Source: an optimization exercise on an open RTL-to-GDS flow (aim: small area and a short achievable clock period). Production flows keep margins and buffers that such runs may drop.
In this exercise RTL edits were held to simulation tests only and were not proved equivalent to the original.
Power figures rest on the tool's default switching activity, not on a simulated workload.

`flow/run.sh`:
```
#!/bin/bash
# The standard layout (standard.sh) with these differences:
#  - synthesis leaves full adders to ABC (ADDER_MAP_FILE empty), so ABC sees the multiplier's
#    carry-save tree as logic and maps the whole path for delay; registers are unchanged;
#  - every input and output port still gets its own buffer, but a buf_1 instead of a delay cell
#    (repair upsizes the ones on critical paths);
#  - CTS with clkbuf_16 leaves of at most 20 sinks, without dummy loads;
#  - repair_timing aims for more setup slack than the 33 ns clock needs (19.2 ns up to CTS,
#    19.3 ns after global routing), so critical paths get sized and buffered.
# The clock period and the SDC are the design's.
set -euo pipefail
CTS="-sink_clustering_enable -repair_clock_nets -dont_use_dummy_load -buf_list sky130_fd_sc_hd__clkbuf_16 -sink_clustering_size 20 -sink_clustering_max_diameter 60"
PORTS="-inputs -outputs -buffer_cell sky130_fd_sc_hd__buf_1"
bash standard.sh ADDER_MAP_FILE= "BUFFER_PORTS_ARGS=$PORTS" "CTS_ARGS=$CTS" SETUP_SLACK_MARGIN=19.2 cts > standard_flow_cts.log 2>&1
bash standard.sh ADDER_MAP_FILE= "BUFFER_PORTS_ARGS=$PORTS" "CTS_ARGS=$CTS" SETUP_SLACK_MARGIN=19.3 finish > standard_flow_finish.log 2>&1
```
`standard.sh`:
```
#!/bin/bash
# synth_recipe.tcl (not shown) runs the flow's synth.tcl, then flattens the netlist and writes it again
# the make line also repeats each setting of config.mk as NAME=value (left out here)
make -C /OpenROAD-flow-scripts/flow DESIGN_CONFIG=/design/flow/config.mk WORK_HOME=/design/flow/orfs CLKGATE_MAP_FILE= SYNTH_SCRIPT=/design/flow/synth_recipe.tcl "${@:-finish}"
```
`config.mk`:
```
export PLATFORM = sky130hd
export DESIGN_NAME = single_cycle
export DESIGN_NICKNAME = single_cycle
export VERILOG_FILES = /design/flow/design.v
export SDC_FILE = /design/flow/constraint.sdc
export NUM_CORES = 4
export LEC_CHECK = 0
export CAP_MARGIN = 20
export CORE_MARGIN = 2
export CORE_UTILIZATION = 40
export CTS_BUF_LIST = sky130_fd_sc_hd__clkbuf_16
export CTS_CLUSTER_DIAMETER = 60
export CTS_CLUSTER_SIZE = 20
export SLEW_MARGIN = 20
export TNS_END_PERCENT = 0
```
`constraint.sdc`:
```
create_clock -name core_clock -period 33.0 [get_ports {i_clk}]
set_input_delay 6.6000 -clock core_clock [delete_from_list [all_inputs] [get_ports {i_clk}]]
set_output_delay 6.6000 -clock core_clock [all_outputs]
set_load 0.01 [all_outputs]
```
`design.v`:
```
module single_cycle (
    input  logic        i_clk,
    input  logic        i_reset,
    input  logic [31:0] i_io_sw,
    input  logic [31:0] i_inst,
    output logic [31:0] o_io_ledr,
    output logic [31:0] o_io_ledg,
    output logic [31:0] o_io_lcd,
    output logic [6:0]  o_io_hex0,
    output logic [6:0]  o_io_hex1,
    output logic [6:0]  o_io_hex2,
    output logic [6:0]  o_io_hex3,
    output logic [6:0]  o_io_hex4,
    output logic [6:0]  o_io_hex5,
    output logic [6:0]  o_io_hex6,
    output logic [6:0]  o_io_hex7,
    output logic [31:0] o_pc_debug,
    output logic        o_insn_vld
);
  logic [6:0] opc;
  logic [2:0] f3;
  logic [4:0] rd_a, rs1_a, rs2_a;
  assign opc   = i_inst[6:0];
  assign f3    = i_inst[14:12];
  assign rd_a  = i_inst[11:7];
  assign rs1_a = i_inst[19:15];
  assign rs2_a = i_inst[24:20];
  logic op_r, op_i, op_ld, op_st, op_br, op_jal, op_jalr, op_lui, op_aui;
  assign op_r    = (opc == 7'b0110011);
  assign op_i    = (opc == 7'b0010011);
  assign op_ld   = (opc == 7'b0000011);
  assign op_st   = (opc == 7'b0100011);
  assign op_br   = (opc == 7'b1100011);
  assign op_jal  = (opc == 7'b1101111);
  assign op_jalr = (opc == 7'b1100111);
  assign op_lui  = (opc == 7'b0110111);
  assign op_aui  = (opc == 7'b0010111);
  assign o_insn_vld = op_r | op_i | op_ld | op_st | op_br | op_jal | op_lui | op_aui;
  logic        i31;
  logic        sx_i;        
  logic [31:0] imm_i, imm_ld, imm_s, imm_b, imm_j, imm_u;
  assign i31    = i_inst[31];
  assign sx_i   = ~f3[0] | (f3[2] & f3[1]);
  assign imm_i  = {{20{i31 & sx_i}}, i_inst[31:20]};
  assign imm_ld = {20'b0, i_inst[31:20]};
  assign imm_s  = {{20{i31}}, i_inst[31:25], i_inst[11:7]};
  assign imm_b  = {{20{i31}}, i_inst[7], i_inst[30:25], i_inst[11:8], 1'b0};
  assign imm_j  = {{12{i31}}, i_inst[19:12], i_inst[20], i_inst[30:21], 1'b0};
  assign imm_u  = {i_inst[31:12], 12'b0};
  logic [31:0] rs1, rs2, wb;
  logic        rd_we;
  regfile u_rf (
    .i_clk(i_clk), .i_reset(i_reset),
    .i_rs1_addr(rs1_a), .i_rs2_addr(rs2_a),
    .i_rd_addr(rd_a), .i_rd_data(wb), .i_rd_wren(rd_we),
    .o_rs1_data(rs1), .o_rs2_data(rs2)
  );
  logic [31:0] opb;
  logic        sub;
  logic [32:0] sum33;
  logic [31:0] sum;
  logic        lt_u, lt_s, eq;
  logic        use_imm;
  logic [31:0] imm_x;
  assign use_imm = op_i | op_ld | op_st | op_jalr;
  assign imm_x   = op_st ? imm_s : op_ld ? imm_ld : imm_i;
  assign opb     = use_imm ? imm_x : rs2;
  assign sub   = op_br | ((op_r | op_i) & ~f3[2] & f3[1])
               | (op_r & (f3 == 3'b000) & i_inst[30] & ~i_inst[25]);
  assign sum33 = {1'b0, rs1} + {1'b0, opb ^ {32{sub}}} + {32'b0, sub};
  assign sum   = sum33[31:0];
  assign lt_u  = ~sum33[32];
  assign lt_s  = (rs1[31] ^ opb[31]) ? rs1[31] : sum[31];
  assign eq    = (rs1 == rs2);
  logic        shl;
  logic [31:0] sh_in, sh_out, sh_rev;
  logic [4:0]  shamt;
  assign shl   = ~f3[2];
  assign shamt = opb[4:0];
  always_comb begin
    for (int k = 0; k < 32; k++) sh_rev[k] = rs1[31-k];
  end
  assign sh_in = shl ? sh_rev : rs1;
  logic [63:0] sh_wide;
  assign sh_wide = {{32{i_inst[30] & rs1[31] & ~shl}}, sh_in} >> shamt;
  assign sh_out  = sh_wide[31:0];
  logic [31:0] sll_res;
  always_comb begin
    for (int k = 0; k < 32; k++) sll_res[k] = sh_out[31-k];
  end
  logic [31:0] mul;
  multiply_extension u_mul (.a(rs1[15:0]), .b(rs2[15:0]), .p(mul));
  logic is_ri, s_mul, s_sum;
  assign is_ri = op_r | op_i;
  assign s_mul = op_r & (f3 == 3'b000) & i_inst[25];
  assign s_sum = (is_ri & (f3 == 3'b000) & ~s_mul) |
                 ~(is_ri | op_ld | op_jal | op_jalr | op_lui | op_aui);
  logic [31:0] pc4, pc_imm, pc_next;
  logic        taken;
  assign pc4    = o_pc_debug + 32'd4;
  assign pc_imm = o_pc_debug + (op_jal ? imm_j : op_aui ? imm_u : imm_b);
  always_comb begin
    case (f3)
      3'b000: taken = eq;
      3'b001: taken = ~eq;
      3'b100: taken = lt_s;
      3'b101: taken = ~lt_s;
      3'b110: taken = lt_u;
      3'b111: taken = ~lt_u;
      default: taken = 1'b1;
    endcase
  end
  logic [31:0] addr, ld_val;
  assign addr = sum;    
  assign pc_next = (op_jal | (op_br & taken)) ? pc_imm :
                   op_jalr                    ? addr   : pc4;
  always_ff @(posedge i_clk or negedge i_reset) begin
    if (~i_reset) o_pc_debug <= 32'b0;
    else          o_pc_debug <= pc_next;
  end
  lsu u_lsu (
    .i_clk(i_clk), .i_reset(i_reset),
    .i_addr(addr), .i_rs1(rs1), .i_imm(imm_x), .i_rs2(rs2), .i_st(op_st), .i_func3(f3),
    .i_io_sw(i_io_sw), .o_ld_data(ld_val),
    .o_io_ledr(o_io_ledr), .o_io_ledg(o_io_ledg), .o_io_lcd(o_io_lcd),
    .o_io_hex0(o_io_hex0), .o_io_hex1(o_io_hex1), .o_io_hex2(o_io_hex2), .o_io_hex3(o_io_hex3),
    .o_io_hex4(o_io_hex4), .o_io_hex5(o_io_hex5), .o_io_hex6(o_io_hex6), .o_io_hex7(o_io_hex7)
  );
  assign rd_we = ~(op_st | op_br);
  always_comb begin
    wb = ({32{op_ld}}                       & ld_val)
       | ({32{op_jal | op_jalr}}            & pc4)
       | ({32{op_lui}}                      & imm_u)
       | ({32{op_aui}}                      & pc_imm)
       | ({32{s_mul}}                       & mul)
       | ({32{s_sum}}                       & sum)
       | ({32{is_ri & (f3 == 3'b001)}}      & sll_res)
       | ({32{is_ri & (f3 == 3'b010)}}      & {31'b0, lt_s})
       | ({32{is_ri & (f3 == 3'b011)}}      & {31'b0, lt_u})
       | ({32{is_ri & (f3 == 3'b100)}}      & (rs1 ^ opb))
       | ({32{is_ri & (f3 == 3'b101)}}      & sh_out)
       | ({32{is_ri & (f3 == 3'b110)}}      & (rs1 | opb))
       | ({32{is_ri & (f3 == 3'b111)}}      & (rs1 & opb));
  end
endmodule
module regfile (
  input  logic        i_clk,
  input  logic        i_reset,
  input  logic [4:0]  i_rs1_addr,
  input  logic [4:0]  i_rs2_addr,
  input  logic [4:0]  i_rd_addr,
  input  logic [31:0] i_rd_data,
  input  logic        i_rd_wren,
  output logic [31:0] o_rs1_data,
  output logic [31:0] o_rs2_data
);
  logic [1023:0] regs;
  assign regs[31:0] = 32'b0;
  for (genvar i = 1; i < 32; i++) begin : g_reg
    logic [31:0] q;
    always_ff @(posedge i_clk or negedge i_reset) begin
      if (~i_reset)                              q <= 32'b0;
      else if (i_rd_wren && i_rd_addr == 5'(i))  q <= i_rd_data;
    end
    assign regs[32*i +: 32] = q;
  end
  logic [31:0] sel1, sel2;
  assign sel1 = 32'b1 << i_rs1_addr;
  assign sel2 = 32'b1 << i_rs2_addr;
  always_comb begin
    o_rs1_data = 32'b0;
    o_rs2_data = 32'b0;
    for (int i = 1; i < 32; i++) begin
      o_rs1_data = o_rs1_data | ({32{sel1[i]}} & regs[32*i +: 32]);
      o_rs2_data = o_rs2_data | ({32{sel2[i]}} & regs[32*i +: 32]);
    end
  end
endmodule
module multiply_extension (
  input  wire [15:0] a,
  input  wire [15:0] b,
  output wire [31:0] p
);
  wire one0 = b[0] ^ 1'b0;
  wire two0 = (b[1] & ~b[0] & ~1'b0) | (~b[1] & b[0] & 1'b0);
  wire neg0 = b[1];
  wire pp_0_0 = ((one0 & a[0]) | (two0 & 1'b0)) ^ neg0;
  wire pp_0_1 = ((one0 & a[1]) | (two0 & a[0])) ^ neg0;
  wire pp_0_2 = ((one0 & a[2]) | (two0 & a[1])) ^ neg0;
  wire pp_0_3 = ((one0 & a[3]) | (two0 & a[2])) ^ neg0;
  wire pp_0_4 = ((one0 & a[4]) | (two0 & a[3])) ^ neg0;
  wire pp_0_5 = ((one0 & a[5]) | (two0 & a[4])) ^ neg0;
  wire pp_0_6 = ((one0 & a[6]) | (two0 & a[5])) ^ neg0;
  wire pp_0_7 = ((one0 & a[7]) | (two0 & a[6])) ^ neg0;
  wire pp_0_8 = ((one0 & a[8]) | (two0 & a[7])) ^ neg0;
  wire pp_0_9 = ((one0 & a[9]) | (two0 & a[8])) ^ neg0;
  wire pp_0_10 = ((one0 & a[10]) | (two0 & a[9])) ^ neg0;
  wire pp_0_11 = ((one0 & a[11]) | (two0 & a[10])) ^ neg0;
  wire pp_0_12 = ((one0 & a[12]) | (two0 & a[11])) ^ neg0;
  wire pp_0_13 = ((one0 & a[13]) | (two0 & a[12])) ^ neg0;
  wire pp_0_14 = ((one0 & a[14]) | (two0 & a[13])) ^ neg0;
  wire pp_0_15 = ((one0 & a[15]) | (two0 & a[14])) ^ neg0;
  wire pp_0_16 = ~(((one0 & a[15]) | (two0 & a[15])) ^ neg0);
  wire one1 = b[2] ^ b[1];
  wire two1 = (b[3] & ~b[2] & ~b[1]) | (~b[3] & b[2] & b[1]);
  wire neg1 = b[3];
  wire pp_1_0 = ((one1 & a[0]) | (two1 & 1'b0)) ^ neg1;
  wire pp_1_1 = ((one1 & a[1]) | (two1 & a[0])) ^ neg1;
  wire pp_1_2 = ((one1 & a[2]) | (two1 & a[1])) ^ neg1;
  wire pp_1_3 = ((one1 & a[3]) | (two1 & a[2])) ^ neg1;
  wire pp_1_4 = ((one1 & a[4]) | (two1 & a[3])) ^ neg1;
  wire pp_1_5 = ((one1 & a[5]) | (two1 & a[4])) ^ neg1;
  wire pp_1_6 = ((one1 & a[6]) | (two1 & a[5])) ^ neg1;
  wire pp_1_7 = ((one1 & a[7]) | (two1 & a[6])) ^ neg1;
  wire pp_1_8 = ((one1 & a[8]) | (two1 & a[7])) ^ neg1;
  wire pp_1_9 = ((one1 & a[9]) | (two1 & a[8])) ^ neg1;
  wire pp_1_10 = ((one1 & a[10]) | (two1 & a[9])) ^ neg1;
  wire pp_1_11 = ((one1 & a[11]) | (two1 & a[10])) ^ neg1;
  wire pp_1_12 = ((one1 & a[12]) | (two1 & a[11])) ^ neg1;
  wire pp_1_13 = ((one1 & a[13]) | (two1 & a[12])) ^ neg1;
  wire pp_1_14 = ((one1 & a[14]) | (two1 & a[13])) ^ neg1;
  wire pp_1_15 = ((one1 & a[15]) | (two1 & a[14])) ^ neg1;
  wire pp_1_16 = ~(((one1 & a[15]) | (two1 & a[15])) ^ neg1);
  wire one2 = b[4] ^ b[3];
  wire two2 = (b[5] & ~b[4] & ~b[3]) | (~b[5] & b[4] & b[3]);
  wire neg2 = b[5];
  wire pp_2_0 = ((one2 & a[0]) | (two2 & 1'b0)) ^ neg2;
  wire pp_2_1 = ((one2 & a[1]) | (two2 & a[0])) ^ neg2;
  wire pp_2_2 = ((one2 & a[2]) | (two2 & a[1])) ^ neg2;
  wire pp_2_3 = ((one2 & a[3]) | (two2 & a[2])) ^ neg2;
  wire pp_2_4 = ((one2 & a[4]) | (two2 & a[3])) ^ neg2;
  wire pp_2_5 = ((one2 & a[5]) | (two2 & a[4])) ^ neg2;
  wire pp_2_6 = ((one2 & a[6]) | (two2 & a[5])) ^ neg2;
  wire pp_2_7 = ((one2 & a[7]) | (two2 & a[6])) ^ neg2;
  wire pp_2_8 = ((one2 & a[8]) | (two2 & a[7])) ^ neg2;
  wire pp_2_9 = ((one2 & a[9]) | (two2 & a[8])) ^ neg2;
  wire pp_2_10 = ((one2 & a[10]) | (two2 & a[9])) ^ neg2;
  wire pp_2_11 = ((one2 & a[11]) | (two2 & a[10])) ^ neg2;
  wire pp_2_12 = ((one2 & a[12]) | (two2 & a[11])) ^ neg2;
  wire pp_2_13 = ((one2 & a[13]) | (two2 & a[12])) ^ neg2;
  wire pp_2_14 = ((one2 & a[14]) | (two2 & a[13])) ^ neg2;
  wire pp_2_15 = ((one2 & a[15]) | (two2 & a[14])) ^ neg2;
  wire pp_2_16 = ~(((one2 & a[15]) | (two2 & a[15])) ^ neg2);
  wire one3 = b[6] ^ b[5];
  wire two3 = (b[7] & ~b[6] & ~b[5]) | (~b[7] & b[6] & b[5]);
  wire neg3 = b[7];
  wire pp_3_0 = ((one3 & a[0]) | (two3 & 1'b0)) ^ neg3;
  wire pp_3_1 = ((one3 & a[1]) | (two3 & a[0])) ^ neg3;
  wire pp_3_2 = ((one3 & a[2]) | (two3 & a[1])) ^ neg3;
  wire pp_3_3 = ((one3 & a[3]) | (two3 & a[2])) ^ neg3;
  wire pp_3_4 = ((one3 & a[4]) | (two3 & a[3])) ^ neg3;
  wire pp_3_5 = ((one3 & a[5]) | (two3 & a[4])) ^ neg3;
  wire pp_3_6 = ((one3 & a[6]) | (two3 & a[5])) ^ neg3;
  wire pp_3_7 = ((one3 & a[7]) | (two3 & a[6])) ^ neg3;
  wire pp_3_8 = ((one3 & a[8]) | (two3 & a[7])) ^ neg3;
  wire pp_3_9 = ((one3 & a[9]) | (two3 & a[8])) ^ neg3;
  wire pp_3_10 = ((one3 & a[10]) | (two3 & a[9])) ^ neg3;
  wire pp_3_11 = ((one3 & a[11]) | (two3 & a[10])) ^ neg3;
  wire pp_3_12 = ((one3 & a[12]) | (two3 & a[11])) ^ neg3;
  wire pp_3_13 = ((one3 & a[13]) | (two3 & a[12])) ^ neg3;
  wire pp_3_14 = ((one3 & a[14]) | (two3 & a[13])) ^ neg3;
  wire pp_3_15 = ((one3 & a[15]) | (two3 & a[14])) ^ neg3;
  wire pp_3_16 = ~(((one3 & a[15]) | (two3 & a[15])) ^ neg3);
  wire one4 = b[8] ^ b[7];
  wire two4 = (b[9] & ~b[8] & ~b[7]) | (~b[9] & b[8] & b[7]);
  wire neg4 = b[9];
  wire pp_4_0 = ((one4 & a[0]) | (two4 & 1'b0)) ^ neg4;
  wire pp_4_1 = ((one4 & a[1]) | (two4 & a[0])) ^ neg4;
  wire pp_4_2 = ((one4 & a[2]) | (two4 & a[1])) ^ neg4;
  wire pp_4_3 = ((one4 & a[3]) | (two4 & a[2])) ^ neg4;
  wire pp_4_4 = ((one4 & a[4]) | (two4 & a[3])) ^ neg4;
  wire pp_4_5 = ((one4 & a[5]) | (two4 & a[4])) ^ neg4;
  wire pp_4_6 = ((one4 & a[6]) | (two4 & a[5])) ^ neg4;
  wire pp_4_7 = ((one4 & a[7]) | (two4 & a[6])) ^ neg4;
  wire pp_4_8 = ((one4 & a[8]) | (two4 & a[7])) ^ neg4;
  wire pp_4_9 = ((one4 & a[9]) | (two4 & a[8])) ^ neg4;
  wire pp_4_10 = ((one4 & a[10]) | (two4 & a[9])) ^ neg4;
  wire pp_4_11 = ((one4 & a[11]) | (two4 & a[10])) ^ neg4;
  wire pp_4_12 = ((one4 & a[12]) | (two4 & a[11])) ^ neg4;
  wire pp_4_13 = ((one4 & a[13]) | (two4 & a[12])) ^ neg4;
  wire pp_4_14 = ((one4 & a[14]) | (two4 & a[13])) ^ neg4;
  wire pp_4_15 = ((one4 & a[15]) | (two4 & a[14])) ^ neg4;
  wire pp_4_16 = ~(((one4 & a[15]) | (two4 & a[15])) ^ neg4);
  wire one5 = b[10] ^ b[9];
  wire two5 = (b[11] & ~b[10] & ~b[9]) | (~b[11] & b[10] & b[9]);
  wire neg5 = b[11];
  wire pp_5_0 = ((one5 & a[0]) | (two5 & 1'b0)) ^ neg5;
  wire pp_5_1 = ((one5 & a[1]) | (two5 & a[0])) ^ neg5;
  wire pp_5_2 = ((one5 & a[2]) | (two5 & a[1])) ^ neg5;
  wire pp_5_3 = ((one5 & a[3]) | (two5 & a[2])) ^ neg5;
  wire pp_5_4 = ((one5 & a[4]) | (two5 & a[3])) ^ neg5;
  wire pp_5_5 = ((one5 & a[5]) | (two5 & a[4])) ^ neg5;
  wire pp_5_6 = ((one5 & a[6]) | (two5 & a[5])) ^ neg5;
  wire pp_5_7 = ((one5 & a[7]) | (two5 & a[6])) ^ neg5;
  wire pp_5_8 = ((one5 & a[8]) | (two5 & a[7])) ^ neg5;
  wire pp_5_9 = ((one5 & a[9]) | (two5 & a[8])) ^ neg5;
  wire pp_5_10 = ((one5 & a[10]) | (two5 & a[9])) ^ neg5;
  wire pp_5_11 = ((one5 & a[11]) | (two5 & a[10])) ^ neg5;
  wire pp_5_12 = ((one5 & a[12]) | (two5 & a[11])) ^ neg5;
  wire pp_5_13 = ((one5 & a[13]) | (two5 & a[12])) ^ neg5;
  wire pp_5_14 = ((one5 & a[14]) | (two5 & a[13])) ^ neg5;
  wire pp_5_15 = ((one5 & a[15]) | (two5 & a[14])) ^ neg5;
  wire pp_5_16 = ~(((one5 & a[15]) | (two5 & a[15])) ^ neg5);
  wire one6 = b[12] ^ b[11];
  wire two6 = (b[13] & ~b[12] & ~b[11]) | (~b[13] & b[12] & b[11]);
  wire neg6 = b[13];
  wire pp_6_0 = ((one6 & a[0]) | (two6 & 1'b0)) ^ neg6;
  wire pp_6_1 = ((one6 & a[1]) | (two6 & a[0])) ^ neg6;
  wire pp_6_2 = ((one6 & a[2]) | (two6 & a[1])) ^ neg6;
  wire pp_6_3 = ((one6 & a[3]) | (two6 & a[2])) ^ neg6;
  wire pp_6_4 = ((one6 & a[4]) | (two6 & a[3])) ^ neg6;
  wire pp_6_5 = ((one6 & a[5]) | (two6 & a[4])) ^ neg6;
  wire pp_6_6 = ((one6 & a[6]) | (two6 & a[5])) ^ neg6;
  wire pp_6_7 = ((one6 & a[7]) | (two6 & a[6])) ^ neg6;
  wire pp_6_8 = ((one6 & a[8]) | (two6 & a[7])) ^ neg6;
  wire pp_6_9 = ((one6 & a[9]) | (two6 & a[8])) ^ neg6;
  wire pp_6_10 = ((one6 & a[10]) | (two6 & a[9])) ^ neg6;
  wire pp_6_11 = ((one6 & a[11]) | (two6 & a[10])) ^ neg6;
  wire pp_6_12 = ((one6 & a[12]) | (two6 & a[11])) ^ neg6;
  wire pp_6_13 = ((one6 & a[13]) | (two6 & a[12])) ^ neg6;
  wire pp_6_14 = ((one6 & a[14]) | (two6 & a[13])) ^ neg6;
  wire pp_6_15 = ((one6 & a[15]) | (two6 & a[14])) ^ neg6;
  wire pp_6_16 = ~(((one6 & a[15]) | (two6 & a[15])) ^ neg6);
  wire one7 = b[14] ^ b[13];
  wire two7 = (b[15] & ~b[14] & ~b[13]) | (~b[15] & b[14] & b[13]);
  wire neg7 = b[15];
  wire pp_7_0 = ((one7 & a[0]) | (two7 & 1'b0)) ^ neg7;
  wire pp_7_1 = ((one7 & a[1]) | (two7 & a[0])) ^ neg7;
  wire pp_7_2 = ((one7 & a[2]) | (two7 & a[1])) ^ neg7;
  wire pp_7_3 = ((one7 & a[3]) | (two7 & a[2])) ^ neg7;
  wire pp_7_4 = ((one7 & a[4]) | (two7 & a[3])) ^ neg7;
  wire pp_7_5 = ((one7 & a[5]) | (two7 & a[4])) ^ neg7;
  wire pp_7_6 = ((one7 & a[6]) | (two7 & a[5])) ^ neg7;
  wire pp_7_7 = ((one7 & a[7]) | (two7 & a[6])) ^ neg7;
  wire pp_7_8 = ((one7 & a[8]) | (two7 & a[7])) ^ neg7;
  wire pp_7_9 = ((one7 & a[9]) | (two7 & a[8])) ^ neg7;
  wire pp_7_10 = ((one7 & a[10]) | (two7 & a[9])) ^ neg7;
  wire pp_7_11 = ((one7 & a[11]) | (two7 & a[10])) ^ neg7;
  wire pp_7_12 = ((one7 & a[12]) | (two7 & a[11])) ^ neg7;
  wire pp_7_13 = ((one7 & a[13]) | (two7 & a[12])) ^ neg7;
  wire pp_7_14 = ((one7 & a[14]) | (two7 & a[13])) ^ neg7;
  wire pp_7_15 = ((one7 & a[15]) | (two7 & a[14])) ^ neg7;
  wire pp_7_16 = ~(((one7 & a[15]) | (two7 & a[15])) ^ neg7);
  wire s1 = pp_0_10 ^ pp_1_8;
  wire c2 = pp_0_10 & pp_1_8;
  wire s3 = pp_0_11 ^ pp_1_9;
  wire c4 = pp_0_11 & pp_1_9;
  wire s5 = pp_0_12 ^ pp_1_10 ^ pp_2_8;
  wire c6 = (pp_0_12 & pp_1_10) | (pp_0_12 & pp_2_8) | (pp_1_10 & pp_2_8);
  wire s7 = pp_3_6 ^ pp_4_4;
  wire c8 = pp_3_6 & pp_4_4;
  wire s9 = pp_0_13 ^ pp_1_11 ^ pp_2_9;
  wire c10 = (pp_0_13 & pp_1_11) | (pp_0_13 & pp_2_9) | (pp_1_11 & pp_2_9);
  wire s11 = pp_3_7 ^ pp_4_5;
  wire c12 = pp_3_7 & pp_4_5;
  wire s13 = pp_0_14 ^ pp_1_12 ^ pp_2_10;
  wire c14 = (pp_0_14 & pp_1_12) | (pp_0_14 & pp_2_10) | (pp_1_12 & pp_2_10);
  wire s15 = pp_3_8 ^ pp_4_6 ^ pp_5_4;
  wire c16 = (pp_3_8 & pp_4_6) | (pp_3_8 & pp_5_4) | (pp_4_6 & pp_5_4);
  wire s17 = pp_6_2 ^ pp_7_0;
  wire c18 = pp_6_2 & pp_7_0;
  wire s19 = pp_0_15 ^ pp_1_13 ^ pp_2_11;
  wire c20 = (pp_0_15 & pp_1_13) | (pp_0_15 & pp_2_11) | (pp_1_13 & pp_2_11);
  wire s21 = pp_3_9 ^ pp_4_7 ^ pp_5_5;
  wire c22 = (pp_3_9 & pp_4_7) | (pp_3_9 & pp_5_5) | (pp_4_7 & pp_5_5);
  wire s23 = pp_6_3 ^ pp_7_1;
  wire c24 = pp_6_3 & pp_7_1;
  wire s25 = pp_0_16 ^ pp_1_14 ^ pp_2_12;
  wire c26 = (pp_0_16 & pp_1_14) | (pp_0_16 & pp_2_12) | (pp_1_14 & pp_2_12);
  wire s27 = pp_3_10 ^ pp_4_8 ^ pp_5_6;
  wire c28 = (pp_3_10 & pp_4_8) | (pp_3_10 & pp_5_6) | (pp_4_8 & pp_5_6);
  wire s29 = pp_6_4 ^ pp_7_2 ^ 1'b1;
  wire c30 = (pp_6_4 & pp_7_2) | (pp_6_4 & 1'b1) | (pp_7_2 & 1'b1);
  wire s31 = pp_1_15 ^ pp_2_13 ^ pp_3_11;
  wire c32 = (pp_1_15 & pp_2_13) | (pp_1_15 & pp_3_11) | (pp_2_13 & pp_3_11);
  wire s33 = pp_4_9 ^ pp_5_7 ^ pp_6_5;
  wire c34 = (pp_4_9 & pp_5_7) | (pp_4_9 & pp_6_5) | (pp_5_7 & pp_6_5);
  wire s35 = pp_7_3 ^ 1'b1;
  wire c36 = pp_7_3 & 1'b1;
  wire s37 = pp_1_16 ^ pp_2_14 ^ pp_3_12;
  wire c38 = (pp_1_16 & pp_2_14) | (pp_1_16 & pp_3_12) | (pp_2_14 & pp_3_12);
  wire s39 = pp_4_10 ^ pp_5_8 ^ pp_6_6;
  wire c40 = (pp_4_10 & pp_5_8) | (pp_4_10 & pp_6_6) | (pp_5_8 & pp_6_6);
  wire s41 = pp_2_15 ^ pp_3_13 ^ pp_4_11;
  wire c42 = (pp_2_15 & pp_3_13) | (pp_2_15 & pp_4_11) | (pp_3_13 & pp_4_11);
  wire s43 = pp_5_9 ^ pp_6_7;
  wire c44 = pp_5_9 & pp_6_7;
  wire s45 = pp_2_16 ^ pp_3_14 ^ pp_4_12;
  wire c46 = (pp_2_16 & pp_3_14) | (pp_2_16 & pp_4_12) | (pp_3_14 & pp_4_12);
  wire s47 = pp_3_15 ^ pp_4_13;
  wire c48 = pp_3_15 & pp_4_13;
  wire s49 = pp_0_6 ^ pp_1_4;
  wire c50 = pp_0_6 & pp_1_4;
  wire s51 = pp_0_7 ^ pp_1_5;
  wire c52 = pp_0_7 & pp_1_5;
  wire s53 = pp_0_8 ^ pp_1_6 ^ pp_2_4;
  wire c54 = (pp_0_8 & pp_1_6) | (pp_0_8 & pp_2_4) | (pp_1_6 & pp_2_4);
  wire s55 = pp_3_2 ^ pp_4_0;
  wire c56 = pp_3_2 & pp_4_0;
  wire s57 = pp_0_9 ^ pp_1_7 ^ pp_2_5;
  wire c58 = (pp_0_9 & pp_1_7) | (pp_0_9 & pp_2_5) | (pp_1_7 & pp_2_5);
  wire s59 = pp_3_3 ^ pp_4_1;
  wire c60 = pp_3_3 & pp_4_1;
  wire s61 = pp_2_6 ^ pp_3_4 ^ pp_4_2;
  wire c62 = (pp_2_6 & pp_3_4) | (pp_2_6 & pp_4_2) | (pp_3_4 & pp_4_2);
  wire s63 = pp_5_0 ^ neg5 ^ s1;
  wire c64 = (pp_5_0 & neg5) | (pp_5_0 & s1) | (neg5 & s1);
  wire s65 = pp_2_7 ^ pp_3_5 ^ pp_4_3;
  wire c66 = (pp_2_7 & pp_3_5) | (pp_2_7 & pp_4_3) | (pp_3_5 & pp_4_3);
  wire s67 = pp_5_1 ^ s3 ^ c2;
  wire c68 = (pp_5_1 & s3) | (pp_5_1 & c2) | (s3 & c2);
  wire s69 = pp_5_2 ^ pp_6_0 ^ neg6;
  wire c70 = (pp_5_2 & pp_6_0) | (pp_5_2 & neg6) | (pp_6_0 & neg6);
  wire s71 = s5 ^ s7 ^ c4;
  wire c72 = (s5 & s7) | (s5 & c4) | (s7 & c4);
  wire s73 = pp_5_3 ^ pp_6_1 ^ s9;
  wire c74 = (pp_5_3 & pp_6_1) | (pp_5_3 & s9) | (pp_6_1 & s9);
  wire s75 = s11 ^ c6 ^ c8;
  wire c76 = (s11 & c6) | (s11 & c8) | (c6 & c8);
  wire s77 = neg7 ^ s13 ^ s15;
  wire c78 = (neg7 & s13) | (neg7 & s15) | (s13 & s15);
  wire s79 = s17 ^ c10 ^ c12;
  wire c80 = (s17 & c10) | (s17 & c12) | (c10 & c12);
  wire s81 = s19 ^ s21 ^ s23;
  wire c82 = (s19 & s21) | (s19 & s23) | (s21 & s23);
  wire s83 = c14 ^ c16 ^ c18;
  wire c84 = (c14 & c16) | (c14 & c18) | (c16 & c18);
  wire s85 = s25 ^ s27 ^ s29;
  wire c86 = (s25 & s27) | (s25 & s29) | (s27 & s29);
  wire s87 = c20 ^ c22 ^ c24;
  wire c88 = (c20 & c22) | (c20 & c24) | (c22 & c24);
  wire s89 = s31 ^ s33 ^ s35;
  wire c90 = (s31 & s33) | (s31 & s35) | (s33 & s35);
  wire s91 = c26 ^ c28 ^ c30;
  wire c92 = (c26 & c28) | (c26 & c30) | (c28 & c30);
  wire s93 = pp_7_4 ^ s37 ^ s39;
  wire c94 = (pp_7_4 & s37) | (pp_7_4 & s39) | (s37 & s39);
  wire s95 = c32 ^ c34 ^ c36;
  wire c96 = (c32 & c34) | (c32 & c36) | (c34 & c36);
  wire s97 = pp_7_5 ^ 1'b1 ^ s41;
  wire c98 = (pp_7_5 & 1'b1) | (pp_7_5 & s41) | (1'b1 & s41);
  wire s99 = s43 ^ c38 ^ c40;
  wire c100 = (s43 & c38) | (s43 & c40) | (c38 & c40);
  wire s101 = pp_5_10 ^ pp_6_8 ^ pp_7_6;
  wire c102 = (pp_5_10 & pp_6_8) | (pp_5_10 & pp_7_6) | (pp_6_8 & pp_7_6);
  wire s103 = s45 ^ c42 ^ c44;
  wire c104 = (s45 & c42) | (s45 & c44) | (c42 & c44);
  wire s105 = pp_5_11 ^ pp_6_9 ^ pp_7_7;
  wire c106 = (pp_5_11 & pp_6_9) | (pp_5_11 & pp_7_7) | (pp_6_9 & pp_7_7);
  wire s107 = 1'b1 ^ s47 ^ c46;
  wire c108 = (1'b1 & s47) | (1'b1 & c46) | (s47 & c46);
  wire s109 = pp_3_16 ^ pp_4_14 ^ pp_5_12;
  wire c110 = (pp_3_16 & pp_4_14) | (pp_3_16 & pp_5_12) | (pp_4_14 & pp_5_12);
  wire s111 = pp_6_10 ^ pp_7_8 ^ c48;
  wire c112 = (pp_6_10 & pp_7_8) | (pp_6_10 & c48) | (pp_7_8 & c48);
  wire s113 = pp_4_15 ^ pp_5_13 ^ pp_6_11;
  wire c114 = (pp_4_15 & pp_5_13) | (pp_4_15 & pp_6_11) | (pp_5_13 & pp_6_11);
  wire s115 = pp_7_9 ^ 1'b1;
  wire c116 = pp_7_9 & 1'b1;
  wire s117 = pp_4_16 ^ pp_5_14 ^ pp_6_12;
  wire c118 = (pp_4_16 & pp_5_14) | (pp_4_16 & pp_6_12) | (pp_5_14 & pp_6_12);
  wire s119 = pp_5_15 ^ pp_6_13;
  wire c120 = pp_5_15 & pp_6_13;
  wire s121 = pp_0_4 ^ pp_1_2;
  wire c122 = pp_0_4 & pp_1_2;
  wire s123 = pp_0_5 ^ pp_1_3;
  wire c124 = pp_0_5 & pp_1_3;
  wire s125 = pp_2_2 ^ pp_3_0 ^ neg3;
  wire c126 = (pp_2_2 & pp_3_0) | (pp_2_2 & neg3) | (pp_3_0 & neg3);
  wire s127 = pp_2_3 ^ pp_3_1 ^ s51;
  wire c128 = (pp_2_3 & pp_3_1) | (pp_2_3 & s51) | (pp_3_1 & s51);
  wire s129 = neg4 ^ s53 ^ s55;
  wire c130 = (neg4 & s53) | (neg4 & s55) | (s53 & s55);
  wire s131 = s57 ^ s59 ^ c54;
  wire c132 = (s57 & s59) | (s57 & c54) | (s59 & c54);
  wire s133 = s61 ^ s63 ^ c58;
  wire c134 = (s61 & s63) | (s61 & c58) | (s63 & c58);
  wire s135 = s65 ^ s67 ^ c62;
  wire c136 = (s65 & s67) | (s65 & c62) | (s67 & c62);
  wire s137 = s69 ^ s71 ^ c66;
  wire c138 = (s69 & s71) | (s69 & c66) | (s71 & c66);
  wire s139 = s73 ^ s75 ^ c70;
  wire c140 = (s73 & s75) | (s73 & c70) | (s75 & c70);
  wire s141 = s77 ^ s79 ^ c74;
  wire c142 = (s77 & s79) | (s77 & c74) | (s79 & c74);
  wire s143 = s81 ^ s83 ^ c78;
  wire c144 = (s81 & s83) | (s81 & c78) | (s83 & c78);
  wire s145 = s85 ^ s87 ^ c82;
  wire c146 = (s85 & s87) | (s85 & c82) | (s87 & c82);
  wire s147 = s89 ^ s91 ^ c86;
  wire c148 = (s89 & s91) | (s89 & c86) | (s91 & c86);
  wire s149 = s93 ^ s95 ^ c90;
  wire c150 = (s93 & s95) | (s93 & c90) | (s95 & c90);
  wire s151 = s97 ^ s99 ^ c94;
  wire c152 = (s97 & s99) | (s97 & c94) | (s99 & c94);
  wire s153 = s101 ^ s103 ^ c98;
  wire c154 = (s101 & s103) | (s101 & c98) | (s103 & c98);
  wire s155 = s105 ^ s107 ^ c102;
  wire c156 = (s105 & s107) | (s105 & c102) | (s107 & c102);
  wire s157 = s109 ^ s111 ^ c106;
  wire c158 = (s109 & s111) | (s109 & c106) | (s111 & c106);
  wire s159 = s113 ^ s115 ^ c110;
  wire c160 = (s113 & s115) | (s113 & c110) | (s115 & c110);
  wire s161 = pp_7_10 ^ s117 ^ c114;
  wire c162 = (pp_7_10 & s117) | (pp_7_10 & c114) | (s117 & c114);
  wire s163 = pp_7_11 ^ 1'b1 ^ s119;
  wire c164 = (pp_7_11 & 1'b1) | (pp_7_11 & s119) | (1'b1 & s119);
  wire s165 = pp_5_16 ^ pp_6_14 ^ pp_7_12;
  wire c166 = (pp_5_16 & pp_6_14) | (pp_5_16 & pp_7_12) | (pp_6_14 & pp_7_12);
  wire s167 = pp_6_15 ^ pp_7_13;
  wire c168 = pp_6_15 & pp_7_13;
  wire s169 = pp_0_2 ^ pp_1_0;
  wire c170 = pp_0_2 & pp_1_0;
  wire s171 = pp_0_3 ^ pp_1_1;
  wire c172 = pp_0_3 & pp_1_1;
  wire s173 = pp_2_0 ^ neg2 ^ s121;
  wire c174 = (pp_2_0 & neg2) | (pp_2_0 & s121) | (neg2 & s121);
  wire s175 = pp_2_1 ^ s123 ^ c122;
  wire c176 = (pp_2_1 & s123) | (pp_2_1 & c122) | (s123 & c122);
  wire s177 = s49 ^ s125 ^ c124;
  wire c178 = (s49 & s125) | (s49 & c124) | (s125 & c124);
  wire s179 = c50 ^ s127 ^ c126;
  wire c180 = (c50 & s127) | (c50 & c126) | (s127 & c126);
  wire s181 = c52 ^ s129 ^ c128;
  wire c182 = (c52 & s129) | (c52 & c128) | (s129 & c128);
  wire s183 = c56 ^ s131 ^ c130;
  wire c184 = (c56 & s131) | (c56 & c130) | (s131 & c130);
  wire s185 = c60 ^ s133 ^ c132;
  wire c186 = (c60 & s133) | (c60 & c132) | (s133 & c132);
  wire s187 = c64 ^ s135 ^ c134;
  wire c188 = (c64 & s135) | (c64 & c134) | (s135 & c134);
  wire s189 = c68 ^ s137 ^ c136;
  wire c190 = (c68 & s137) | (c68 & c136) | (s137 & c136);
  wire s191 = c72 ^ s139 ^ c138;
  wire c192 = (c72 & s139) | (c72 & c138) | (s139 & c138);
  wire s193 = c76 ^ s141 ^ c140;
  wire c194 = (c76 & s141) | (c76 & c140) | (s141 & c140);
  wire s195 = c80 ^ s143 ^ c142;
  wire c196 = (c80 & s143) | (c80 & c142) | (s143 & c142);
  wire s197 = c84 ^ s145 ^ c144;
  wire c198 = (c84 & s145) | (c84 & c144) | (s145 & c144);
  wire s199 = c88 ^ s147 ^ c146;
  wire c200 = (c88 & s147) | (c88 & c146) | (s147 & c146);
  wire s201 = c92 ^ s149 ^ c148;
  wire c202 = (c92 & s149) | (c92 & c148) | (s149 & c148);
  wire s203 = c96 ^ s151 ^ c150;
  wire c204 = (c96 & s151) | (c96 & c150) | (s151 & c150);
  wire s205 = c100 ^ s153 ^ c152;
  wire c206 = (c100 & s153) | (c100 & c152) | (s153 & c152);
  wire s207 = c104 ^ s155 ^ c154;
  wire c208 = (c104 & s155) | (c104 & c154) | (s155 & c154);
  wire s209 = c108 ^ s157 ^ c156;
  wire c210 = (c108 & s157) | (c108 & c156) | (s157 & c156);
  wire s211 = c112 ^ s159 ^ c158;
  wire c212 = (c112 & s159) | (c112 & c158) | (s159 & c158);
  wire s213 = c116 ^ s161 ^ c160;
  wire c214 = (c116 & s161) | (c116 & c160) | (s161 & c160);
  wire s215 = c118 ^ s163 ^ c162;
  wire c216 = (c118 & s163) | (c118 & c162) | (s163 & c162);
  wire s217 = c120 ^ s165 ^ c164;
  wire c218 = (c120 & s165) | (c120 & c164) | (s165 & c164);
  wire s219 = 1'b1 ^ s167 ^ c166;
  wire c220 = (1'b1 & s167) | (1'b1 & c166) | (s167 & c166);
  wire s221 = pp_6_16 ^ pp_7_14 ^ c168;
  wire c222 = (pp_6_16 & pp_7_14) | (pp_6_16 & c168) | (pp_7_14 & c168);
  wire s223 = pp_7_15 ^ 1'b1;
  wire c224 = pp_7_15 & 1'b1;
  wire [31:0] row0 = {1'b1, pp_7_16, s223, s221, s219, s217, s215, s213, s211, s209, s207, s205, s203, s201, s199, s197, s195, s193, s191, s189, s187, s185, s183, s181, s179, s177, s175, s173, s171, neg1, pp_0_1, pp_0_0};
  wire [31:0] row1 = {1'b0, c224, c222, c220, c218, c216, c214, c212, c210, c208, c206, c204, c202, c200, c198, c196, c194, c192, c190, c188, c186, c184, c182, c180, c178, c176, c174, c172, c170, s169, 1'b0, neg0};
  assign p = row0 + row1;
endmodule
module lsu (
  input  logic        i_clk,
  input  logic        i_reset,
  input  logic [31:0] i_addr,     
  input  logic [31:0] i_rs1,
  input  logic [31:0] i_imm,
  input  logic [31:0] i_rs2,
  input  logic        i_st,
  input  logic [2:0]  i_func3,
  input  logic [31:0] i_io_sw,
  output logic [31:0] o_ld_data,
  output logic [31:0] o_io_ledr,
  output logic [31:0] o_io_ledg,
  output logic [31:0] o_io_lcd,
  output logic [6:0]  o_io_hex0,
  output logic [6:0]  o_io_hex1,
  output logic [6:0]  o_io_hex2,
  output logic [6:0]  o_io_hex3,
  output logic [6:0]  o_io_hex4,
  output logic [6:0]  o_io_hex5,
  output logic [6:0]  o_io_hex6,
  output logic [6:0]  o_io_hex7
);
  logic [1:0] off;
  logic [1:0] a2;
  logic       cin;
  logic [4:0] wa, wb, wp, wg;
  assign a2  = i_rs1[1:0] + i_imm[1:0];
  assign off = a2;
  assign cin = (i_rs1[1] & i_imm[1]) | ((i_rs1[1] ^ i_imm[1]) & i_rs1[0] & i_imm[0]);
  assign wa  = i_rs1[6:2];
  assign wb  = i_imm[6:2];
  assign wp  = wa ^ wb;
  assign wg  = wa & wb;
  logic is_b, is_h, is_w;
  assign is_b = (i_func3 == 3'b000) | (i_func3 == 3'b100);
  assign is_h = (i_func3 == 3'b001) | (i_func3 == 3'b101);
  assign is_w = (i_func3 == 3'b010);
  logic [31:0] d;
  assign d = is_b ? {24'b0, i_rs2[7:0]} : is_h ? {16'b0, i_rs2[15:0]} : i_rs2;
  logic        st_dmem;
  logic [3:0]  lane_we;
  logic [31:0] oh_w;       
  logic [31:0] sel [4];
  logic [7:0]  lane_wd [4];
  logic [7:0]  lane_rd [4];
  assign st_dmem = i_st & ~i_addr[28];
  always_comb begin
    for (int k = 0; k < 32; k++) begin
      logic ok;
      ok = 1'b1;
      for (int i = 0; i < 5; i++) begin
        logic kb, cexp;
        kb = k[i];
        if (i == 0) cexp = cin;
        else        cexp = wg[i-1] | (wp[i-1] & ~k[i-1]);
        ok = ok & ~(wp[i] ^ kb ^ cexp);
      end
      oh_w[k] = ok;
    end
  end
  always_comb begin
    for (int j = 0; j < 4; j++) begin
      sel[j]     = (j < off) ? {oh_w[30:0], oh_w[31]} : oh_w;
      lane_we[j] = st_dmem & ((is_b & (off == j)) |
                              (is_h & (off != 2'd1) & ((off == j) | (off == 2'(j - 1)))) |
                              (is_w & (off != 2'd1)));
    end
    for (int j = 0; j < 4; j++) lane_wd[j] = d[8*(2'(j - off)) +: 8];
  end
  memory u_mem (
    .i_clk(i_clk), .i_reset(i_reset),
    .i_sel0(sel[0]), .i_sel1(sel[1]), .i_sel2(sel[2]), .i_sel3(sel[3]),
    .i_we(lane_we),
    .i_wd0(lane_wd[0]), .i_wd1(lane_wd[1]), .i_wd2(lane_wd[2]), .i_wd3(lane_wd[3]),
    .o_rd0(lane_rd[0]), .o_rd1(lane_rd[1]), .o_rd2(lane_rd[2]), .o_rd3(lane_rd[3])
  );
  logic [7:0]  bt [4];
  logic [31:0] mval;
  always_comb begin
    for (int k = 0; k < 4; k++) bt[k] = lane_rd[2'(off + k)];
    case (i_func3)
      3'b000:  mval = {{24{bt[0][7]}}, bt[0]};
      3'b001:  mval = {{16{bt[1][7]}}, bt[1], bt[0]};
      3'b010:  mval = {bt[3], bt[2], bt[1], bt[0]};
      3'b100:  mval = {24'b0, bt[0]};
      3'b101:  mval = {16'b0, bt[1], bt[0]};
      default: mval = 32'b0;
    endcase
  end
  assign o_ld_data = ~i_addr[28] ? mval :
                     (i_addr[16] & ~i_addr[13]) ? i_io_sw : 32'b0;
  logic       st_io;
  logic [3:0] bm;
  assign st_io = i_st & i_addr[28] & ~i_addr[16];
  always_comb begin
    bm = 4'b0000;
    if (is_b) bm = 4'b0001 << off;
    else if (is_h) case (off)
      2'd0: bm = 4'b0011;
      2'd1: bm = 4'b0110;
      2'd2: bm = 4'b1100;
      default: bm = 4'b1000;
    endcase
    else if (is_w) case (off)
      2'd0: bm = 4'b1111;
      2'd1: bm = 4'b1110;
      2'd2: bm = 4'b1100;
      default: bm = 4'b1000;
    endcase
  end
  logic [27:0] hex_new;
  always_comb begin
    case (bm)
      4'b0001: hex_new = {21'b0, d[6:0]};
      4'b0010: hex_new = {14'b0, d[6:0], 7'b0};
      4'b0100: hex_new = {7'b0, d[6:0], 14'b0};
      4'b1000: hex_new = {d[6:0], 21'b0};
      4'b0011: hex_new = {14'b0, d[14:8], d[6:0]};
      4'b1100: hex_new = {d[14:8], d[6:0], 14'b0};
      4'b1111: hex_new = {d[30:24], d[22:16], d[14:8], d[6:0]};
      default: hex_new = {28{1'b1}};
    endcase
  end
  logic [3:0] hex_we;
  always_comb begin
    case (bm)
      4'b0001: hex_we = 4'b0001;
      4'b0010: hex_we = 4'b0010;
      4'b0100: hex_we = 4'b0100;
      4'b1000: hex_we = 4'b1000;
      default: hex_we = 4'b1111;
    endcase
  end
  logic we_ledr, we_ledg, we_h03, we_h47, we_lcd;
  assign we_ledr = st_io & (i_addr[14:12] == 3'b000);
  assign we_ledg = st_io & (i_addr[14:12] == 3'b001);
  assign we_h03  = st_io & (i_addr[14:12] == 3'b010);
  assign we_h47  = st_io & (i_addr[14:12] == 3'b011);
  assign we_lcd  = st_io & (i_addr[14:12] == 3'b100);
  always_ff @(posedge i_clk or negedge i_reset) begin
    if (~i_reset) begin
      o_io_ledr <= 32'b0;
      o_io_ledg <= 32'b0;
      o_io_lcd  <= 32'b0;
      o_io_hex0 <= 7'h7F; o_io_hex1 <= 7'h7F; o_io_hex2 <= 7'h7F; o_io_hex3 <= 7'h7F;
      o_io_hex4 <= 7'h7F; o_io_hex5 <= 7'h7F; o_io_hex6 <= 7'h7F; o_io_hex7 <= 7'h7F;
    end else begin
      if (we_ledr) o_io_ledr <= d;
      if (we_ledg) o_io_ledg <= d;
      if (we_lcd)  o_io_lcd  <= d;
      if (we_h03 & hex_we[0]) o_io_hex0 <= hex_new[6:0];
      if (we_h03 & hex_we[1]) o_io_hex1 <= hex_new[13:7];
      if (we_h03 & hex_we[2]) o_io_hex2 <= hex_new[20:14];
      if (we_h03 & hex_we[3]) o_io_hex3 <= hex_new[27:21];
      if (we_h47 & hex_we[0]) o_io_hex4 <= hex_new[6:0];
      if (we_h47 & hex_we[1]) o_io_hex5 <= hex_new[13:7];
      if (we_h47 & hex_we[2]) o_io_hex6 <= hex_new[20:14];
      if (we_h47 & hex_we[3]) o_io_hex7 <= hex_new[27:21];
    end
  end
endmodule
module memory (
  input  logic       i_clk,
  input  logic       i_reset,
  input  logic [31:0] i_sel0, i_sel1, i_sel2, i_sel3,    
  input  logic [3:0] i_we,
  input  logic [7:0] i_wd0, i_wd1, i_wd2, i_wd3,
  output logic [7:0] o_rd0, o_rd1, o_rd2, o_rd3
);
  logic [31:0] sel [4];
  logic [7:0] wd  [4];
  assign sel[0] = i_sel0; assign sel[1] = i_sel1; assign sel[2] = i_sel2; assign sel[3] = i_sel3;
  assign wd[0]  = i_wd0;  assign wd[1]  = i_wd1;  assign wd[2]  = i_wd2;  assign wd[3]  = i_wd3;
  logic [255:0] lane [4];    
  for (genvar j = 0; j < 4; j++) begin : g_lane
    for (genvar i = 0; i < 32; i++) begin : g_word
      logic [7:0] q;
      always_ff @(posedge i_clk or negedge i_reset) begin
        if (~i_reset)                        q <= 8'b0;
        else if (i_we[j] && sel[j][i])       q <= wd[j];
      end
      assign lane[j][8*i +: 8] = q;
    end
  end
  logic [7:0]  rd  [4];
  always_comb begin
    for (int j = 0; j < 4; j++) begin
      rd[j]  = 8'b0;
      for (int i = 0; i < 32; i++) rd[j] = rd[j] | ({8{sel[j][i]}} & lane[j][8*i +: 8]);
    end
  end
  assign o_rd0 = rd[0];
  assign o_rd1 = rd[1];
  assign o_rd2 = rd[2];
  assign o_rd3 = rd[3];
endmodule
```
==> metrics.cfg <==
[timing]
fmax_mhz = 69.2
report.final.slew_viol_count = 0
fin_crit_sh = 0.438
rsz0062_at_grt = true
post-route-min-period_ns = 14.45
hold_viol = 0
setup_tns_ns = 0
setup_violations = 0
whs_ns = 0.479
worst_pin_slew_ns = 1.33
clock_skew_ns = 0.158
max_slew_margin = 0.114

[setup_path]
cp-end-kind = register
crit_top_cell = buf_4
slowest_stage = xnor2_1
path_class = input pin to register
cp.required_ns = 33.82
critPathMaxStageDelay_ns = 0.97
cp.arrival_ns = 15.28
worstPathMaxFanout = 53
start_kind = input pin

[cells_and_area]
finalNetCount = 13500
area_delta_synth_final_pct = 12.9
drive_above_1_share = 0.201
post-route-cell-area_sq_um = 142000

[synth]
synth_cells = 13500
syn_avg_cell_area_sq_um = 9.30
yosys_register_bits = 2200
synth.top_cell.area_share = 0.428
yosysSeqAreaShare = 0.440
syn-cell-area_sq_um = 125000
synthArstFlopShare = 1.00
synth-edff-count = 0
synth_warnings = 15
synth_ff_type = dfrtp_1
synth_cell_types = 129
yosys.area.top_type = dfrtp_1
netlist_top_cells_count = nand2_1 (2430), dfrtp_1 (2144), o21ai_0 (1053)
synth_nets = 13500
synth.most_common_cell = nand2_1
ys_top_cells_by_area = dfrtp_1 (43%), mux2_2 (9.1%), nand2_1 (7.3%), a22oi_1 (5.6%), o21ai_0 (4.2%)

[power_and_ir_drop]
switchingPower_uw = 7610
power.share.clock = 0.143
internal-power_uw = 6810
p_seq_frac = 0.264
pwr-share-comb = 0.593
leakagePower_uw = 0.0633
powerDensity_nw_per_um2 = 102
ir_drop_v = 0.000367
netSwitchingFraction = 0.528

[routing]
wire_per_inst_um = 37.8
drt_iter0_drc = 22600
drc = 0
ant_nets = 0
wirelength_um = 667000
avgViaCountPerCell = 6.94
via_count = 122000
first_pass_iters = 16

[clock_tree]
cts.clk_slew.worst_paths_ns = 0.05
clock_latency_ns = 0.97
root_buffer = clkbuf_16
cts.sinks = 2200
htreeDepth = 4
clockBufferDepth = 4
cts_tree = built
numCtsBuffers = 192

[placed_design]
dp_hpwl_um = 430000
gp_congestion = 1.08
post_dp_cell_area_sq_um = 132000
port_buffers = 250

[grt]
grt_usage = 0.404
grt.overflow.total = 0
grt_max_degree = 183
antenna_found_initial = 60
grt_pass1_wl_um = 911000
grt_pass1_vias = 112000

[outcome]
status = finished clean

[floorplan]
core_area_sq_um = 312000
die_area_sq_um = 318000
die_y_um = 564
ios = 251
fp.dieW_um = 564
rows = 205
initial_core_util = 0.402

[job]
max_cap_violations = 0

[min_path]
hold_path.class = register to register

## power by group through the flow
stage          logic [uW]  registers (uW)  clock network, uW
4_1_cts              7720            3750               2060
3_5_place_dp         7360            3790                  0
5_1_grt              8770            3820               2150
3_3_place_gp         7360            3800                  0
6_report             8550            3810               2060
2_1_floorplan        4480            3530                  0
## worst max-delay path: cells and delay by family
family                 cells  cell delay [ns]
AND/OR/NAND/NOR           10             2.06
multiplexers               2             0.58
AO/OA/AOI/OAI              7             2.28
buffers and inverters      8             1.97
XOR/XNOR                   3             1.67
## stage by stage
stage,setup slack [ns],util,cells,power (uW)
floorplan,18.99,-,13500,8010
global placement,15.62,0.423,17200,11200
detailed placement,15.47,0.423,17200,11200
CTS,18.63,0.446,17500,13500
global route,18.59,0.454,17600,14700
finish,18.55,0.454,17600,14400
## what timing repair did
action,CTS,global route
setup endpoints to repair,2200,2200
pin swaps,64,58
resized for setup,341,300
hold buffers,0,0
setup buffers,110,76
cloned,7,6
## flip-flops by register name, summed over array words and instances (netlist names)
name                         cells
u_lsu.u_mem.g_lane.g_word.q   1024
u_rf.g.q                       992
o_pc_debug                      32
u_lsu.o_io_lcd                  32
u_lsu.o_io_ledg                 32
u_lsu.o_io_ledr                 32
u_lsu.o_io_hex0                  7
u_lsu.o_io_hex1                  7
u_lsu.o_io_hex2                  7
u_lsu.o_io_hex3                  7
u_lsu.o_io_hex4                  7
u_lsu.o_io_hex5                  7
u_lsu.o_io_hex6                  7
u_lsu.o_io_hex7                  7
## per-layer routing
| layer | global-route usage | up-vias | part of all wire |
|---|---|---|---|
| met5 | 0.00417 | - | 0.00067 |
| met4 | 0.290 | 22 | 0.093 |
| met3 | 0.166 | 2987 | 0.15 |
| met2 | 0.557 | 10200 | 0.40 |
| met1 | 0.508 | 60300 | 0.36 |
| li1 | - | 48900 | - |
## final cells by class
cell class              count  area, sq um
multi-input cells       10000        68300
flip-flops and latches   2200        55100
inverters                  94          357
clock buffers             192         4800
repair buffers            955         7790
fillers                 30000       170000
diodes                     51          128
well taps                4140         5180
## final timing paths
path,startpoint,endpoint,slack (ns),cells after the start
max in group asynchronous,i_reset,u_lsu.u_mem.g_lane[1].g_word[12].q[2]$_DFFE_PN0P_,20.84,8
min reg2reg,u_lsu.u_mem.g_lane[2].g_word[18].q[6]$_DFFE_PN0P_,u_lsu.u_mem.g_lane[2].g_word[18].q[6]$_DFFE_PN0P_,0.48,2
min in group asynchronous,i_reset,u_rf.g_reg[5].q[15]$_DFFE_PN0P_,5.80,1
max,i_inst[20],u_rf.g_reg[21].q[21]$_DFFE_PN0P_,18.55,30
max reg2reg,u_rf.g_reg[28].q[0]$_DFFE_PN0P_,u_rf.g_reg[21].q[21]$_DFFE_PN0P_,24.70,26
min,u_lsu.u_mem.g_lane[2].g_word[18].q[6]$_DFFE_PN0P_,u_lsu.u_mem.g_lane[2].g_word[18].q[6]$_DFFE_PN0P_,0.48,2
## cell usage in the layout, fill, tap and decap left out, drive strengths merged, types with 56 or more instances in the layout
cell     synthesis  layout
nand2         2430    2430
dfrtp         2144    2144
o21ai         1268    1268
mux2          1067    1067
a22oi          942     942
buf            403     932
nor2           577     578
and3           413     413
nand3          359     359
xnor2          353     353
a21oi          316     317
clkbuf         776     210
nand4          207     207
a221oi         175     175
mux2i          172     172
nor3           156     156
a31oi          124     124
a2111oi        112     112
a22o           110     110
xor2           108     108
maj3            98      98
and2            96      96
inv             94      93
o211ai          79      79
o22ai           57      57
dfstp           56      56
## kinds of logic (layout without fill, tap and decap cells)
kind of cell               count (synthesis)  count (layout)  share of synthesized area
and+or+nand+nor                         4602            4605                      0.169
AOI/OAI and AO/OA                       3576            3578                      0.192
DFF                                     2200            2200                      0.440
buffers and inverters                   1273            1241                     0.0434
muxes                                   1253            1253                      0.113
xor gates and xnor gates                 477             477                     0.0361
adders and majority gates                 98              98                    0.00793
other                                      0              51                          0

-- static timing again, ports no longer ideal --
Ports are ideal in the flow. The routed layout listed here was re-timed in OpenROAD. Step 1 assumes that a clkbuf_16 drives the clock port and a buf_2 every other input. Step 2 times the ports against the registers' clock, not the clock port: input delays grow and output delays shrink by t, the midpoint of the rising clock arrivals with the driver on. Slacks: ideal / step 1 / step 2; pairs: ideal / step 1.
t (ns): 1.012
slack for setup (ns): 18.546 / 18.611 / 17.622
clock arrival spread, ns: 0.158 / 0.157
worst register clock-pin slew, ns: 0.09 / 0.09
cell pins on the clock port's net: 1
After both steps setup and hold are still met in this run. The setup slack of this run moves by +0.065 ns with the drivers and by -0.924 ns with both steps.
